What follows belongs to an exercise in optimizing a design on an open flow for small area and a short achievable clock period; a production flow would make more cautious choices.
At most, simulation tests tie the RTL to the original design; equivalence was not proved.
Power figures rest on the tool's default switching activity, not on a simulated workload.

## red
==> module ks_add, before the edit <==
module ks_add #(
    parameter N = 64
)
(
    input  logic         clk,
    input  logic         rstn_,
    input  logic         en,
    input  logic [N-1:0] a,
    input  logic [N-1:0] b,
    output logic [N-1:0] out
);
    localparam int K = 7;                  
    localparam int W = N / K;              
    localparam int R = N - W * K;          
    function automatic int lo_bit(input int k);
        lo_bit = k * W + ((k < R) ? k : R);
    endfunction
    logic [K-2:0] c_reg;                   
    logic [K-1:0] c_nxt;
    logic [N-1:0] s_nxt;
    logic [N-1:0] p;
    ks_xor #(.W(N)) u_p (.a(a), .b(b), .p(p));
    genvar k;
    generate
        for (k = 0; k < K; k++) begin : chunk
            localparam int LO = lo_bit(k);
            localparam int M = lo_bit(k + 1) - LO;
            ks_chunk #(.W(M), .CIN(k > 0)) u_chunk (
                .a   (a[LO+M-1:LO]),
                .b   (b[LO+M-1:LO]),
                .p   (p[LO+M-1:LO]),
                .cin ((k > 0) ? c_reg[(k > 0) ? k-1 : 0] : 1'b0),
                .s   (s_nxt[LO+M-1:LO]),
                .cout(c_nxt[k])
            );
        end
    endgenerate
    always_ff @(posedge clk) begin
        if (!rstn_) begin
            out <= '0;
        end else if (en) begin
            out <= s_nxt;
        end
    end
    always_ff @(posedge clk) begin
        if (en) begin
            c_reg <= c_nxt[K-2:0];
        end
    end
endmodule
==> module ks_chunk, before the edit <==
module ks_chunk #(
    parameter W   = 9,
    parameter CIN = 1
)
(
    input  logic [W-1:0] a,
    input  logic [W-1:0] b,
    input  logic [W-1:0] p,                
    input  logic         cin,
    output logic [W-1:0] s,
    output logic         cout
);
    localparam int L = $clog2(W);
    logic [W-1:0] gp [0:L];                
    logic [W-1:0] pp [0:L];                
    logic [W:0]   c;                       
    assign gp[0] = a & b;
    assign pp[0] = p;
    genvar l, i;
    generate
        for (l = 0; l < L; l++) begin : lvl
            for (i = 0; i < W; i++) begin : bit_
                if ((i >> l) & 1) begin : comb
                    localparam int J = ((i >> l) << l) - 1;    
                    assign gp[l+1][i] = gp[l][i] | (pp[l][i] & gp[l][J]);
                    assign pp[l+1][i] = pp[l][i] & pp[l][J];
                end else begin : pass
                    assign gp[l+1][i] = gp[l][i];
                    assign pp[l+1][i] = pp[l][i];
                end
            end
        end
        if (CIN) begin : with_cin
            assign c[0] = cin;
            for (i = 1; i <= W; i++) begin : carry
                assign c[i] = gp[L][i-1] | (pp[L][i-1] & cin);
            end
        end else begin : no_cin
            assign c[0] = 1'b0;
            for (i = 1; i <= W; i++) begin : carry
                assign c[i] = gp[L][i-1];
            end
        end
    endgenerate
    assign s    = p ^ c[W-1:0];
    assign cout = c[W];
endmodule
Settings: LEC_CHECK=0, CAP_MARGIN=20, CORE_MARGIN=2, CORE_UTILIZATION=40, SLEW_MARGIN=20, SYNTH_HIERARCHICAL=1, SYNTH_MINIMUM_KEEP_SIZE=0; clock period 2.0 ns.
standard.sh (not shown) runs the stock make flow with config.mk's settings and CLKGATE_MAP_FILE= SYNTH_SCRIPT=/design/flow/synth_recipe.tcl, a recipe that flattens the netlist after the stock synthesis.
==> flow/flow/run.sh <==
#!/bin/bash
# The standard layout, except that the input and output ports get the
# smallest buffer cell instead of the one buffer_ports picks by itself.
set -euo pipefail
export BUFFER_PORTS_ARGS="-buffer_cell sky130_fd_sc_hd__buf_1"
bash standard.sh finish > standard_flow.log 2>&1
[inputs] blue vs red
==> flow/design.v, changed modules only <==
module ks_add #(
    parameter N = 64
)
(
    input  logic         clk,
    input  logic         rstn_,
    input  logic         en,
    input  logic [N-1:0] a,
    input  logic [N-1:0] b,
    output logic [N-1:0] out
);
    localparam int K = 7;                  
    localparam int W = N / K;              
    localparam int R = N - W * K;          
    function automatic int lo_bit(input int k);
        lo_bit = k * W + ((k < R) ? k : R);
    endfunction
    logic [K-2:0] c_reg;                   
    logic [K-1:0] c_nxt;
    logic [N-1:0] d;                       
    logic [N-1:0] p;
    ks_xor #(.W(N)) u_p (.a(a), .b(b), .p(p));
    genvar k;
    generate
        for (k = 0; k < K; k++) begin : chunk
            localparam int LO = lo_bit(k);
            localparam int M = lo_bit(k + 1) - LO;
            ks_chunk #(.W(M), .CIN(k > 0)) u_chunk (
                .a    (a[LO+M-1:LO]),
                .b    (b[LO+M-1:LO]),
                .p    (p[LO+M-1:LO]),
                .cin  ((k > 0) ? c_reg[(k > 0) ? k-1 : 0] : 1'b0),
                .q    (out[LO+M-1:LO]),
                .en   (en),
                .rstn (rstn_),
                .d    (d[LO+M-1:LO]),
                .cout (c_nxt[k])
            );
        end
    endgenerate
    always_ff @(posedge clk) begin
        out <= d;
    end
    always_ff @(posedge clk) begin
        if (en) begin
            c_reg <= c_nxt[K-2:0];
        end
    end
endmodule
module ks_chunk #(
    parameter W   = 9,
    parameter CIN = 1
)
(
    input  logic [W-1:0] a,
    input  logic [W-1:0] b,
    input  logic [W-1:0] p,                
    input  logic         cin,
    input  logic [W-1:0] q,
    input  logic         en,
    input  logic         rstn,
    output logic [W-1:0] d,
    output logic         cout
);
    localparam int L = $clog2(W);
    logic [W-1:0] gp [0:L];                
    logic [W-1:0] tp [0:L];                
    logic [W:0]   c;                       
    logic [W-1:0] s;
    assign gp[0] = a & b;
    assign tp[0] = a | b;
    genvar l, i;
    generate
        for (l = 0; l < L; l++) begin : lvl
            for (i = 0; i < W; i++) begin : bit_
                if ((i >> l) & 1) begin : comb
                    localparam int J = ((i >> l) << l) - 1;    
                    assign gp[l+1][i] = gp[l][i] | (tp[l][i] & gp[l][J]);
                    assign tp[l+1][i] = tp[l][i] & tp[l][J];
                end else begin : pass
                    assign gp[l+1][i] = gp[l][i];
                    assign tp[l+1][i] = tp[l][i];
                end
            end
        end
        if (CIN) begin : with_cin
            assign c[0] = cin;
            for (i = 1; i <= W; i++) begin : carry
                assign c[i] = gp[L][i-1] | (tp[L][i-1] & cin);
            end
        end else begin : no_cin
            assign c[0] = 1'b0;
            for (i = 1; i <= W; i++) begin : carry
                assign c[i] = gp[L][i-1];
            end
        end
    endgenerate
    assign s    = p ^ c[W-1:0];
    assign cout = c[W];
    assign d    = !rstn ? '0 : (en ? s : q);
endmodule
==> results.txt <==
Re maximum number of pins on one net before global-route repair: blue and red aren't equal, and the higher value belongs to red.
Going from red to blue, the number of global-route vias before repair was found to have gone up by 5.6%.
Summary of the comparison: maximum vdd drop is lower in blue, relative to red.
Row worst endpoint required time: blue lower / red higher
From red to blue the numbers moved as follows: initial standard-cell utilization of the core up 0.16 points, static power due to leakage went down by about 9%.
The RTL of red was laid out without a check of its function.

========
== v39 ==
Another version of the RTL of ks_add (not shown whole).
Size in the first run: ~510 cells after synthesis, about 200 I/O pins, roughly 4600 sq um of cells after synthesis.
==> module ks_add, before the edit <==
module ks_add #(
    parameter N = 64
)
(
    input  logic         clk,
    input  logic         rstn_,
    input  logic         en,
    input  logic [N-1:0] a,
    input  logic [N-1:0] b,
    output logic [N-1:0] out
);
    localparam int K = 7;                  
    localparam int W = N / K;              
    localparam int R = N - W * K;          
    localparam int L = 4;                  
    function automatic int lo_bit(input int k);
        lo_bit = k * W + ((k < R) ? k : R);
    endfunction
    logic [K-2:0] c_reg;                   
    logic [K-2:0] c_nxt;
    logic [N-1:0] s_nxt;
    genvar k, l, i;
    generate
        for (k = 0; k < K; k++) begin : chunk
            localparam int LO = lo_bit(k);
            localparam int M = lo_bit(k + 1) - LO;    
            logic [M-1:0] p, g;
            logic [M-1:0] gp [0:L];                    
            logic [M-1:0] pp [0:L];                    
            logic [M-1:0] c;                           
            logic         cin;
            assign p = a[LO+M-1:LO] ^ b[LO+M-1:LO];
            assign g = a[LO+M-1:LO] & b[LO+M-1:LO];
            assign gp[0] = g;
            assign pp[0] = p;
            for (l = 0; l < L; l++) begin : lvl
                for (i = 0; i < M; i++) begin : bit_
                    if ((i >> l) & 1) begin : comb
                        localparam int J = ((i >> l) << l) - 1;    
                        assign gp[l+1][i] = gp[l][i] | (pp[l][i] & gp[l][J]);
                        assign pp[l+1][i] = pp[l][i] & pp[l][J];
                    end else begin : pass
                        assign gp[l+1][i] = gp[l][i];
                        assign pp[l+1][i] = pp[l][i];
                    end
                end
            end
            if (k == 0) begin : first
                assign cin = 1'b0;
            end else begin : rest
                assign cin = c_reg[k-1];
            end
            assign c[0] = cin;
            for (i = 1; i < M; i++) begin : carry
                assign c[i] = gp[L][i-1] | (pp[L][i-1] & cin);
            end
            assign s_nxt[LO+M-1:LO] = p ^ c;
            if (k < K - 1) begin : cout
                assign c_nxt[k] = gp[L][M-1] | (pp[L][M-1] & cin);
            end
        end
    endgenerate
    always_ff @(posedge clk) begin
        if (!rstn_) begin
            out <= '0;
        end else if (en) begin
            out <= s_nxt;
        end
    end
    always_ff @(posedge clk) begin
        if (en) begin
            c_reg <= c_nxt;
        end
    end
endmodule
Settings: LEC_CHECK=0, CAP_MARGIN=20, CORE_MARGIN=2, CORE_UTILIZATION=40, SLEW_MARGIN=20; clock period 2.0 ns.
run.sh (not shown) runs the stock make flow with config.mk's settings and CLKGATE_MAP_FILE= SYNTH_SCRIPT=/design/flow/synth_recipe.tcl, a recipe that flattens the netlist after the stock synthesis.
Stock flow here: none of the scripts above is used.
Status v39: flow complete, layout not clean - negative setup slack
--- input diff v39..v1 ---
==> flow/design.v <==
module pg_0 (
    input logic a,
    input logic b,
    output logic p,
    output logic g
);
assign p = a ^ b;
assign g = a & b;
endmodule
module pg_1plus (
    input logic pi_cur,
    input logic gi_cur,
    input logic pi_prev,
    input logic gi_prev,
    output logic pout,
    output logic gout
);
assign pout = pi_cur & pi_prev;
assign gout = gi_cur | (pi_cur & gi_prev);
endmodule
module ks_add #(
    parameter N = 64
)
(
    input  logic         clk,
    input  logic         rstn_,
    input  logic         en,
    input  logic [N-1:0] a,
    input  logic [N-1:0] b,
    output logic [N-1:0] out
);
    localparam int K = 7;                  
    localparam int W = N / K;              
    localparam int R = N - W * K;          
    function automatic int lo_bit(input int k);
        lo_bit = k * W + ((k < R) ? k : R);
    endfunction
    logic [K-2:0] c_reg;                   
    logic [K-2:0] c_nxt;
    logic [N-1:0] s_nxt;
    genvar k;
    generate
        for (k = 0; k < K; k++) begin : chunk
            localparam int LO = lo_bit(k);
            localparam int HI = lo_bit(k + 1) - 1;
            logic [HI-LO+1:0] s;
            if (k == 0) begin : first
                assign s = a[HI:LO] + b[HI:LO];
            end else begin : rest
                assign s = a[HI:LO] + b[HI:LO] + c_reg[k-1];
            end
            assign s_nxt[HI:LO] = s[HI-LO:0];
            if (k < K - 1) begin : carry
                assign c_nxt[k] = s[HI-LO+1];
            end
        end
    endgenerate
    always_ff @(posedge clk) begin
        if (!rstn_) begin
            out <= '0;
        end else if (en) begin
            out <= s_nxt;
        end
    end
    always_ff @(posedge clk) begin
        if (en) begin
            c_reg <= c_nxt;
        end
    end
endmodule
Notes after the runs:
Finished, but not clean: v1, with negative setup slack.
Delta (v1 minus v39): final routed wirelength across all metal layers now sits higher, core utilization decreased 3.0 points, sequential share of layout area fell by 2.0 points.
On cell count: between v1 and v39, it ends up lower for v39.
Re post-detailed-route wirelength per cell: v1 and v39 aren't equal, and the lower value belongs to v39.
Compared with v39, in v1 switching portion of total power shows an increase of 0.38 points; worst hold-check slack shows an increase of 0.029 ns; instance count of the mapped netlist shows an increase of 148; final-report setup violation count shows an increase of 2; detailed-routed wire length on met3 shows an increase of 14%.
The higher chip width came out of v1.
Taking v39 as the reference, in v1 cell area after layout +12%, layout clock buffer count now sits higher, share of final layout cell area taken by non-clock buffers saw a decrease.
No functional check of the RTL was part of v39.

========
the reference run:
Another version of the RTL of ks_add (not shown whole).
Size: roughly 950 cells after synthesis, roughly 70 flip-flops.
==> flow/config.mk <==
export PLATFORM = sky130hd
export DESIGN_NAME = ks_add
export DESIGN_NICKNAME = ks_add
export VERILOG_FILES = /design/flow/design.v
export SDC_FILE = /design/flow/constraint.sdc
export NUM_CORES = 4
export LEC_CHECK = 0
export ABC_AREA = 1
export CAP_MARGIN = 20
export CORE_MARGIN = 2
export CORE_UTILIZATION = 40
export SLEW_MARGIN = 20
export SYNTH_HIERARCHICAL = 1
export SYNTH_MINIMUM_KEEP_SIZE = 0
==> flow/constraint.sdc <==
create_clock -name core_clock -period 2.0 [get_ports {clk}]
set_input_delay 0.4000 -clock core_clock [delete_from_list [all_inputs] [get_ports {clk}]]
set_output_delay 0.4000 -clock core_clock [all_outputs]
set_load 0.01 [all_outputs]
standard.sh (not shown) runs the stock make flow with config.mk's settings and CLKGATE_MAP_FILE= SYNTH_SCRIPT=/design/flow/synth_recipe.tcl, a recipe that flattens the netlist after the stock synthesis.
Scripts as last shown in full above: flow/flow/run.sh
In summary, the reference run completed successfully, with a layout that passed the timing, design-rule and antenna checks.
Here is what was changed in the inputs of the trial run compared with the reference run.
-- flow/design.v --
<<< the reference run, line 33
    logic [5:0] c_nxt;                   
    logic [N-1:0] d;                       
    logic [N-1:0] gx, tx;                  
    ks_gt #(.W(N)) u_gt (.a(a), .b(b), .g(gx), .t(tx));
    ks_chunk10_first u_chunk0 (
        .g(gx[9:0]),
        .t(tx[9:0]),
        .q(out[9:0]),
        .en(en),
>>> the trial run, line 33
    logic [5:0] c_nxt;                   
    logic [N-1:0] d;                       
    logic [N-1:0] p;                       
    logic [N-1:0] gx, tx;                  
    ks_xor #(.W(N)) u_p (.a(a), .b(b), .p(p));
    ks_gt #(.W(N)) u_gt (.a(a), .b(b), .g(gx), .t(tx));
    ks_chunk10_first u_chunk0 (
        .g(gx[9:0]),
        .t(tx[9:0]),
        .p(p[9:0]),
        .q(out[9:0]),
        .en(en),
<<< the reference run, line 47
        .g(gx[18:10]),
        .t(tx[18:10]),
        .cin(c_reg[0]),
        .q(out[18:10]),
>>> the trial run, line 50
        .g(gx[18:10]),
        .t(tx[18:10]),
        .p(p[18:10]),
        .cin(c_reg[0]),
        .q(out[18:10]),
<<< the reference run, line 57
        .g(gx[27:19]),
        .t(tx[27:19]),
        .cin(c_reg[1]),
        .q(out[27:19]),
>>> the trial run, line 61
        .g(gx[27:19]),
        .t(tx[27:19]),
        .p(p[27:19]),
        .cin(c_reg[1]),
        .q(out[27:19]),
<<< the reference run, line 67
        .g(gx[36:28]),
        .t(tx[36:28]),
        .cin(c_reg[2]),
        .q(out[36:28]),
>>> the trial run, line 72
        .g(gx[36:28]),
        .t(tx[36:28]),
        .p(p[36:28]),
        .cin(c_reg[2]),
        .q(out[36:28]),
<<< the reference run, line 77
        .g(gx[45:37]),
        .t(tx[45:37]),
        .cin(c_reg[3]),
        .q(out[45:37]),
>>> the trial run, line 83
        .g(gx[45:37]),
        .t(tx[45:37]),
        .p(p[45:37]),
        .cin(c_reg[3]),
        .q(out[45:37]),
<<< the reference run, line 87
        .g(gx[54:46]),
        .t(tx[54:46]),
        .cin(c_reg[4]),
        .q(out[54:46]),
>>> the trial run, line 94
        .g(gx[54:46]),
        .t(tx[54:46]),
        .p(p[54:46]),
        .cin(c_reg[4]),
        .q(out[54:46]),
<<< the reference run, line 97
        .g(gx[63:55]),
        .t(tx[63:55]),
        .cin(c_reg[5]),
        .q(out[63:55]),
>>> the trial run, line 105
        .g(gx[63:55]),
        .t(tx[63:55]),
        .p(p[63:55]),
        .cin(c_reg[5]),
        .q(out[63:55]),
<<< the reference run, line 111
        end
    end
endmodule
module ks_gt #(
>>> the trial run, line 120
        end
    end
endmodule
module ks_xor #(
    parameter W = 64
)
(
    input  logic [W-1:0] a,
    input  logic [W-1:0] b,
    output logic [W-1:0] p
);
    assign p = a ^ b;
endmodule
module ks_gt #(
<<< the reference run, line 130
    input  logic [W-1:0] g,  
    input  logic [W-1:0] t,  
    input  logic [W-1:0] q,  
    input  logic         en,
>>> the trial run, line 149
    input  logic [W-1:0] g,  
    input  logic [W-1:0] t,  
    input  logic [W-1:0] p,  
    input  logic [W-1:0] q,  
    input  logic         en,
<<< the reference run, line 223
    assign g4[9] = g3[9] | (t3[9] & g3[7]);
    assign t4[9] = t3[9] & t3[7];
    logic [W-1:0] p;                       
    assign p = t0 & ~g0;
    logic [W:0]   c;                       
    logic [W-1:0] s;
>>> the trial run, line 243
    assign g4[9] = g3[9] | (t3[9] & g3[7]);
    assign t4[9] = t3[9] & t3[7];
    logic [W:0]   c;                       
    logic [W-1:0] s;
<<< the reference run, line 239
    input  logic [W-1:0] g,  
    input  logic [W-1:0] t,  
    input  logic         cin,  
    input  logic [W-1:0] q,  
>>> the trial run, line 257
    input  logic [W-1:0] g,  
    input  logic [W-1:0] t,  
    input  logic [W-1:0] p,  
    input  logic         cin,  
    input  logic [W-1:0] q,  
<<< the reference run, line 325
    assign g4[8] = g3[8] | (t3[8] & g3[7]);
    assign t4[8] = t3[8] & t3[7];
    logic [W-1:0] p;                       
    assign p = t0 & ~g0;
    logic [W:0]   c;                       
    logic [W-1:0] s;
>>> the trial run, line 344
    assign g4[8] = g3[8] | (t3[8] & g3[7]);
    assign t4[8] = t3[8] & t3[7];
    logic [W:0]   c;                       
    logic [W-1:0] s;
<<< the reference run, line 341
    input  logic [W-1:0] g,  
    input  logic [W-1:0] t,  
    input  logic         cin,  
    input  logic [W-1:0] q,  
>>> the trial run, line 358
    input  logic [W-1:0] g,  
    input  logic [W-1:0] t,  
    input  logic [W-1:0] p,  
    input  logic         cin,  
    input  logic [W-1:0] q,  
<<< the reference run, line 426
    assign g4[8] = g3[8] | (t3[8] & g3[7]);
    assign t4[8] = t3[8] & t3[7];
    logic [W-1:0] p;                       
    assign p = t0 & ~g0;
    logic [W:0]   c;                       
    logic [W-1:0] s;
>>> the trial run, line 444
    assign g4[8] = g3[8] | (t3[8] & g3[7]);
    assign t4[8] = t3[8] & t3[7];
    logic [W:0]   c;                       
    logic [W-1:0] s;
Findings:
In the reports for the trial run and the reference run, the smaller fraction of layout instances using a drive strength above 1 belongs to the trial run.
In the trial run, die area is higher than in the reference run.
Comparing the trial run against the reference run, there is no change at all in total grt overflow.
Core utilization, the trial run and the reference run: smaller value in the trial run
In the trial run, worst endpoint required time is lower than in the reference run.
The final reports for the trial run and the reference run show part of the cycle the worst path needs lower in the former.
The trial run ended up with a higher number of instances in the placed design than the reference run did.
Relative to the reference run, maximum fanout along the worst path has gone down in the trial run.
Against the reference run, synthesized area divided by synthesized cell count in the trial run fell by a little under 10%.
Compared with the reference run, in the trial run maximum vdd drop picked up an extra 3.6%; worst setup slack picked up an extra 0.12 ns; critical path depth lost 7; via count picked up an extra about 13%.
No functional check of the RTL was part of any run of this note.

## what the ideal ports hide
The flow's constraints put no driver on any port. The routed layouts listed below were extracted and timed again, unchanged, in two steps. Step 1 assumes that a clkbuf_16 drives the clock port and a buf_2 every other input. Step 2 also shifts input and output timing later by t, the mid clock arrival at the registers, as if the neighbouring blocks saw the same clock. Slacks: ideal ports / drivers / drivers and shift; pairs: ideal ports / drivers.
| run | t, ns | setup WS [ns] | latest minus earliest clock arrival (ns) | worst slew at a driven data input, ns | pins driven straight from the clock port |
|---|---|---|---|---|---|
| red | 0.368 | 0.157 / 0.176 / -0.192 | 0.008 / 0.008 | 0.07 | 1 |
| blue | 0.375 | 0.044 / 0.044 / -0.027 | 0.008 / 0.008 | 0.05 | 1 |
| v39 | 0.372 | -0.130 / -0.123 / -0.495 | 0.005 / 0.006 | 0.07 | 1 |
| v1 | 0.380 | -0.129 / -0.129 / -0.429 | 0.007 / 0.006 | 0.07 | 1 |
| the reference run | 0.368 | 0.610 / 0.628 / 0.259 | 0.005 / 0.005 | 0.05 | 1 |
| the trial run | 0.368 | 0.728 / 0.689 / 0.393 | 0.009 / 0.009 | 0.07 | 1 |
With both steps, setup timing fails in red and blue, where it was met with ideal ports. For v39, which loses most, drivers alone change the setup slack by +0.007 ns; drivers and shift together by -0.365 ns.
